This design comes from an exercise in tuning for small area on the open sky130 flow, not from production work.
At most, simulation tests tie the RTL to the original design; equivalence was not proved.

Setup of umber:
==> module calc_mvd_cost, before the edit <==
module calc_mvd_cost (
    input                       ap_clk,
    input                       ap_rst,
    input                       ap_start,
    input                       ap_ce,
    output logic                ap_done,
    output logic                ap_ready,
    output logic                ap_idle,
    input        [31:0]         x,
    input        [31:0]         y,
    input        [31:0]         mv_shift,
    input        [15:0]         mv_cand_0,
    input        [15:0]         mv_cand_1,
    input        [15:0]         mv_cand_2,
    input        [15:0]         mv_cand_3,
    output logic [63:0]         bitcost,
    output logic                bitcost_ap_vld,
    input        [63:0]         lambda_sqrt_integer_int64,
    input        [63:0]         lambda_sqrt_decimal_int64,
    output logic [63:0]         mvd_cost_int64,
    output logic                mvd_cost_int64_ap_vld
);
    logic        shift_big;
    logic [31:0] xs, ys;
    assign shift_big = |mv_shift[31:5];
    assign xs = shift_big ? 32'd0 : (x << mv_shift[4:0]);
    assign ys = shift_big ? 32'd0 : (y << mv_shift[4:0]);
    function automatic logic [3:0] hi_flags(input logic [15:0] hi);
        logic hzf, hof;
        hzf = ~|hi[15:1];
        hof = &hi[15:1];
        hi_flags = {hof & ~hi[0], hof & hi[0], hzf & hi[0], hzf & ~hi[0]};
    endfunction
    function automatic logic [4:0] comp_class(input logic [15:0] lo, input logic [3:0] hf,
                                              input logic [15:0] c);
        logic [16:0] t;
        logic [15:0] d, a;
        logic        sml, one;
        logic [3:0]  l;
        t = {1'b0, lo} + {1'b0, ~c} + 17'd1;
        d = t[15:0];
        case ({d[15], t[16], c[15]})
            3'b000: sml = hf[1];    
            3'b001: sml = hf[0];    
            3'b010: sml = hf[0];    
            3'b011: sml = hf[2];    
            3'b100: sml = hf[0];    
            3'b101: sml = hf[2];
            3'b110: sml = hf[2];
            default: sml = hf[3];   
        endcase
        a = d[15] ? (~d + 16'd1) : d;
        l = 4'd0;
        for (int i = 1; i < 16; i++)
            if (a[i]) l = i[3:0];
        one = sml & (a == 16'd1);
        comp_class = sml ? {one, l} : {1'b0, 4'd15};
    endfunction
    logic [3:0] xhf, yhf;
    logic [4:0] ca_h, ca_v, cb_h, cb_v;
    logic [5:0] ma, mb, m0;
    assign xhf = hi_flags(xs[31:16]);
    assign yhf = hi_flags(ys[31:16]);
    assign ca_h = comp_class(xs[15:0], xhf, mv_cand_0);
    assign ca_v = comp_class(ys[15:0], yhf, mv_cand_1);
    assign cb_h = comp_class(xs[15:0], xhf, mv_cand_2);
    assign cb_v = comp_class(ys[15:0], yhf, mv_cand_3);
    assign ma = {{1'b0, ca_h[3:0]} + {1'b0, ca_v[3:0]} + {4'd0, ca_h[4] & ca_v[4]}, ca_h[4] ^ ca_v[4]};
    assign mb = {{1'b0, cb_h[3:0]} + {1'b0, cb_v[3:0]} + {4'd0, cb_h[4] & cb_v[4]}, cb_h[4] ^ cb_v[4]};
    assign m0 = (mb < ma) ? mb : ma;
    logic [4:0]  vld;
    logic        ap_idle_r, ap_done_r;
    logic [5:0]  m1, m2, m3, m4, m5;
    logic [29:0] li1, ld1;
    logic [43:0] r2, r3, r4, r5;
    logic [6:0]  n1;
    logic [29:0] p1, q1, h1;
    assign n1 = {1'b0, m1} + 7'd4;
    assign p1 = n1 * ld1;
    assign q1 = n1 * li1;
    assign h1 = q1 + {14'd0, p1[29:14]};
    always_ff @(posedge ap_clk or posedge ap_rst) begin
        if (ap_rst) begin
            vld <= 5'd0;
            ap_idle_r <= 1'b1;
            ap_done_r <= 1'b0;
        end else if (ap_ce) begin
            vld <= {vld[3:0], ap_start};
            ap_idle_r <= ap_idle;
            ap_done_r <= ap_done;
        end
    end
    always_ff @(posedge ap_clk) begin
        if (ap_ce) begin
            m1 <= m0;
            li1 <= lambda_sqrt_integer_int64[29:0];
            ld1 <= lambda_sqrt_decimal_int64[29:0];
            m2 <= m1;
            r2 <= {h1, p1[13:0]};
            m3 <= m2;
            r3 <= r2;
            m4 <= m3;
            r4 <= r3;
            m5 <= m4;
            r5 <= r4;
        end
    end
    logic [6:0] n5;
    assign n5 = {1'b0, m5} + 7'd4;
    assign ap_done = vld[4];
    assign bitcost_ap_vld = vld[4];
    assign mvd_cost_int64_ap_vld = vld[4];
    assign ap_ready = 1'b1;
    assign bitcost = {23'd0, n5, 34'd0};
    assign mvd_cost_int64 = {r5, 20'd0};
    always_comb begin
        ap_idle = ap_idle_r;
        if (ap_start && ap_ce)
            ap_idle = 1'b0;
        else if (ap_done_r && ap_ce)
            ap_idle = 1'b1;
    end
endmodule
==> flow/config.mk <==
export PLATFORM = sky130hd
export DESIGN_NAME = calc_mvd_cost
export DESIGN_NICKNAME = calc_mvd_cost
export VERILOG_FILES = /design/flow/design.v
export SDC_FILE = /design/flow/constraint.sdc
export NUM_CORES = 4
export LEC_CHECK = 0
export CAP_MARGIN = 20
export CORE_MARGIN = 2
export CORE_UTILIZATION = 40
export SLEW_MARGIN = 20
==> flow/constraint.sdc <==
create_clock -name core_clock -period 9.0 [get_ports {ap_clk}]
set_input_delay 1.8000 -clock core_clock [delete_from_list [all_inputs] [get_ports {ap_clk}]]
set_output_delay 1.8000 -clock core_clock [all_outputs]
set_load 0.01 [all_outputs]
standard.sh (not shown) runs the stock make flow with config.mk's settings and CLKGATE_MAP_FILE= SYNTH_SCRIPT=/design/flow/synth_recipe.tcl, a recipe that flattens the netlist after the stock synthesis.
==> flow/flow/run.sh <==
#!/bin/bash
set -euo pipefail
bash standard.sh "BUFFER_PORTS_ARGS=-buffer_cell sky130_fd_sc_hd__buf_1" finish > standard_flow.log 2>&1
The final report for umber shows a completed flow and a layout that fails verification, specifically setup timing.
Here is what was changed in the inputs of tundra compared with umber.
diff --git a/flow/design.v b/flow/design.v
--- a/flow/design.v
+++ b/flow/design.v
@@ -68,20 +68,20 @@
     assign ma = {{1'b0, ca_h[3:0]} + {1'b0, ca_v[3:0]} + {4'd0, ca_h[4] & ca_v[4]}, ca_h[4] ^ ca_v[4]};
     assign mb = {{1'b0, cb_h[3:0]} + {1'b0, cb_v[3:0]} + {4'd0, cb_h[4] & cb_v[4]}, cb_h[4] ^ cb_v[4]};
     assign m0 = (mb < ma) ? mb : ma;
     logic [4:0]  vld;
     logic        ap_idle_r, ap_done_r;
     logic [5:0]  m1, m2, m3, m4, m5;
-    logic [29:0] li1, ld1;
-    logic [43:0] r2, r3, r4, r5;
-    logic [6:0]  n1;
-    logic [29:0] p1, q1, h1;
+    logic [29:0] li1, ld1, li2, p2;
+    logic [43:0] r3, r4, r5;
+    logic [6:0]  n1, n2;
+    logic [29:0] p1, h2;
     assign n1 = {1'b0, m1} + 7'd4;
     assign p1 = n1 * ld1;
-    assign q1 = n1 * li1;
-    assign h1 = q1 + {14'd0, p1[29:14]};
+    assign n2 = {1'b0, m2} + 7'd4;
+    assign h2 = n2 * li2 + {14'd0, p2[29:14]};
     always_ff @(posedge ap_clk or posedge ap_rst) begin
         if (ap_rst) begin
             vld <= 5'd0;
             ap_idle_r <= 1'b1;
             ap_done_r <= 1'b0;
         end else if (ap_ce) begin
@@ -93,15 +93,16 @@
     always_ff @(posedge ap_clk) begin
         if (ap_ce) begin
             m1 <= m0;
             li1 <= lambda_sqrt_integer_int64[29:0];
             ld1 <= lambda_sqrt_decimal_int64[29:0];
             m2 <= m1;
-            r2 <= {h1, p1[13:0]};
+            li2 <= li1;
+            p2 <= p1;
             m3 <= m2;
-            r3 <= r2;
+            r3 <= {h2, p2[13:0]};
             m4 <= m3;
             r4 <= r3;
             m5 <= m4;
             r5 <= r4;
         end
     end
--- outcome ---
tundra finished all stages; the layout is clean.
Worst setup path startpoint = m1[2]: umber; worst setup path startpoint = mv_shift[22]: tundra
From tundra to umber, max capacitance violation total did not move at all.
[compare] base=umber new=tundra: post-place setup slack went up; cell area after technology mapping went up 3.5%; average wire per standard cell went up by 3.4%; final core utilization went down.

* * *

calc_mvd_cost, a different RTL version from the one above (not shown whole).
Size: roughly 290 flip-flops.
export LEC_CHECK = 0
export CAP_MARGIN = 20
export CORE_MARGIN = 2
export CORE_UTILIZATION = 40
export SLEW_MARGIN = 20
create_clock -name core_clock -period 9.0 [get_ports {ap_clk}]
Scripts as last shown in full above: flow/flow/run.sh
The first run finished with timing, DRC and antenna clean.
Next try:
--- a/flow/design.v
+++ b/flow/design.v
@@ -53,29 +53,29 @@
         l[1] = (th[2] & ~th[4]) | (th[6] & ~th[8]) | (th[10] & ~th[12]) | th[14];
         l[0] = (th[1] & ~th[2]) | (th[3] & ~th[4]) | (th[5] & ~th[6]) | (th[7] & ~th[8]) |
                (th[9] & ~th[10]) | (th[11] & ~th[12]) | (th[13] & ~th[14]) | th[15];
         one = (u[14:1] == 14'd0) & (u[0] ^ sgn);
         comp_class = {one & sml, l | {4{~sml}}};
     endfunction
     logic [17:0] xa, ya;
     logic [4:0]  ca_h, ca_v, cb_h, cb_v;
-    logic [5:0]  ma, mb, m0;
+    logic [5:0]  ma, mb;
     assign xa = shift_axis(x, mv_shift[4:0], shift_big);
     assign ya = shift_axis(y, mv_shift[4:0], shift_big);
     assign ca_h = comp_class(xa, mv_cand_0);
     assign ca_v = comp_class(ya, mv_cand_1);
     assign cb_h = comp_class(xa, mv_cand_2);
     assign cb_v = comp_class(ya, mv_cand_3);
     assign ma = {{1'b0, ca_h[3:0]} + {1'b0, ca_v[3:0]} + {4'd0, ca_h[4] & ca_v[4]}, ca_h[4] ^ ca_v[4]};
     assign mb = {{1'b0, cb_h[3:0]} + {1'b0, cb_v[3:0]} + {4'd0, cb_h[4] & cb_v[4]}, cb_h[4] ^ cb_v[4]};
-    assign m0 = (mb < ma) ? mb : ma;
     logic [4:0]  vld;
     logic        ap_idle_r, ap_done_r;
-    logic [5:0]  m1, m2, m3, m4, m5;
+    logic [5:0]  ma1, mb1, m1, m2, m3, m4, m5;
+    assign m1 = (mb1 < ma1) ? mb1 : ma1;
     logic [29:0] li1, ld1, li2, p2;
     logic [43:0] r3, r4, r5;
     logic [29:0] p1, h2;
     logic pt_w1, pt_w2, pt_w3, pt_w4, pt_w5, pt_w6, pt_w7, pt_w8, pt_w9, pt_w10, pt_w11, pt_w12, pt_w13, pt_w14, pt_w15, pt_w16, pt_w17, pt_w18, pt_w19, pt_w20, pt_w21, pt_w22, pt_w23, pt_w24, pt_w25, pt_w26, pt_w27, pt_w28, pt_w29, pt_w30, pt_w31, pt_w32, pt_w33, pt_w34, pt_w35, pt_w36, pt_w37, pt_w38, pt_w39, pt_w40, pt_w41, pt_w42, pt_w43, pt_w44, pt_w45, pt_w46, pt_w47, pt_w48, pt_w49, pt_w50, pt_w51, pt_w52, pt_w53, pt_w54, pt_w55, pt_w56, pt_w57, pt_w58, pt_w59, pt_w60, pt_w61, pt_w62, pt_w63, pt_w64, pt_w65, pt_w66, pt_w67, pt_w68, pt_w69, pt_w70, pt_w71, pt_w72, pt_w73, pt_w74, pt_w75, pt_w76, pt_w77, pt_w78, pt_w79, pt_w80, pt_w81, pt_w82, pt_w83, pt_w84, pt_w85, pt_w86, pt_w87, pt_w88, pt_w89, pt_w90, pt_w91, pt_w92, pt_w93, pt_w94, pt_w95, pt_w96, pt_w97, pt_w98, pt_w99, pt_w100, pt_w101, pt_w102, pt_w103, pt_w104, pt_w105, pt_w106, pt_w107, pt_w108, pt_w109, pt_w110, pt_w111, pt_w112, pt_w113, pt_w114, pt_w115, pt_w116, pt_w117, pt_w118, pt_w119, pt_w120, pt_w121, pt_w122, pt_w123, pt_w124, pt_w125, pt_w126, pt_w127, pt_w128, pt_w129, pt_w130, pt_w131, pt_w132, pt_w133, pt_w134, pt_w135, pt_w136, pt_w137, pt_w138, pt_w139, pt_w140, pt_w141, pt_w142, pt_w143, pt_w144, pt_w145, pt_w146, pt_w147, pt_w148, pt_w149, pt_w150, pt_w151, pt_w152, pt_w153, pt_w154, pt_w155, pt_w156, pt_w157, pt_w158, pt_w159, pt_w160, pt_w161, pt_w162, pt_w163, pt_w164, pt_w165, pt_w166, pt_w167, pt_w168, pt_w169, pt_w170, pt_w171, pt_w172, pt_w173, pt_w174, pt_w175, pt_w176, pt_w177, pt_w178, pt_w179, pt_w180, pt_w181, pt_w182, pt_w183, pt_w184, pt_w185, pt_w186, pt_w187, pt_w188, pt_w189, pt_w190, pt_w191, pt_w192, pt_w193, pt_w194, pt_w195, pt_w196, pt_w197, pt_w198, pt_w199, pt_w200, pt_w201, pt_w202, pt_w203, pt_w204, pt_w205, pt_w206, pt_w207, pt_w208, pt_w209, pt_w210, pt_w211, pt_w212, pt_w213, pt_w214, pt_w215, pt_w216, pt_w217, pt_w218, pt_w219, pt_w220, pt_w221, pt_w222, pt_w223, pt_w224, pt_w225, pt_w226, pt_w227, pt_w228, pt_w229, pt_w230, pt_w231, pt_w232, pt_w233, pt_w234, pt_w235, pt_w236, pt_w237, pt_w238, pt_w239, pt_w240, pt_w241, pt_w242, pt_w243, pt_w244, pt_w245, pt_w246, pt_w247, pt_w248, pt_w249, pt_w250, pt_w251, pt_w252, pt_w253, pt_w254, pt_w255, pt_w256, pt_w257, pt_w258, pt_w259, pt_w260, pt_w261, pt_w262, pt_w263, pt_w264, pt_w265, pt_w266, pt_w267, pt_w268;
     assign pt_w1 = (m1[0] & ld1[5]) ^ (m1[1] & ld1[4]);
     assign pt_w2 = (m1[0] & ld1[5]) & (m1[1] & ld1[4]);
     assign pt_w3 = (m1[0] & ld1[6]) ^ (m1[1] & ld1[5]) ^ (m1[2] & ld1[4]);
     assign pt_w4 = ((m1[0] & ld1[6]) & (m1[1] & ld1[5])) | ((m1[2] & ld1[4]) & ((m1[0] & ld1[6]) ^ (m1[1] & ld1[5])));
@@ -686,17 +686,18 @@
         end else if (ap_ce) begin
             vld <= {vld[3:0], ap_start};
             ap_idle_r <= ap_idle;
             ap_done_r <= ap_done;
         end
     end
     always_ff @(posedge ap_clk) begin
         if (ap_ce) begin
-            m1 <= m0;
+            ma1 <= ma;
+            mb1 <= mb;
             li1 <= lambda_sqrt_integer_int64[29:0];
             ld1 <= lambda_sqrt_decimal_int64[29:0];
             m2 <= m1;
             li2 <= li1;
             p2 <= p1;
             m3 <= m2;
             r3 <= {h2, p2[13:0]};
             m4 <= m3;
Effect: Setup slack improves by 300 ps; count of clock-buffer cells in the layout falls by 1; routed wire length falls by a few percent.
No functional check of the RTL was part of the first run of this note.

-- port drivers added, routing unchanged --
No port has a modelled driver above. Below, the same layouts with a new extraction and two added sets of constraints. Step 1, drivers: a clkbuf_16 drives ap_clk and a buf_2 each remaining input, both assumed. Step 2, shift: input delay + t, output delay - t, t = (earliest + latest rising clock arrival at the registers) / 2. This alone moves slack from input paths to output paths. Three values: no drivers, after step 1, after step 2; two values: the first two.
| run | shift t [ns] | setup slack, ns | worst setup path after step 2 | worst slew at a driven data input, ns |
|---|---|---|---|---|
| umber | 0.615 | -0.727 / -0.727 / -0.727 | register to register | 0.12 |
| tundra | 0.627 | 0.449 / 0.482 / -0.146 | input to register | 0.12 |
| the first run of note 2 | 0.643 | 0.432 / 0.466 / -0.177 | input to register | 0.11 |
| the second run of note 2 | 0.625 | 0.735 / 0.735 / 0.616 | input to register | 0.12 |
With both steps, setup timing fails in tundra and the first run of note 2, where it was met with ideal ports. The setup slack of the first run of note 2, which loses most, moves by +0.034 ns with the drivers and by -0.609 ns with both steps.
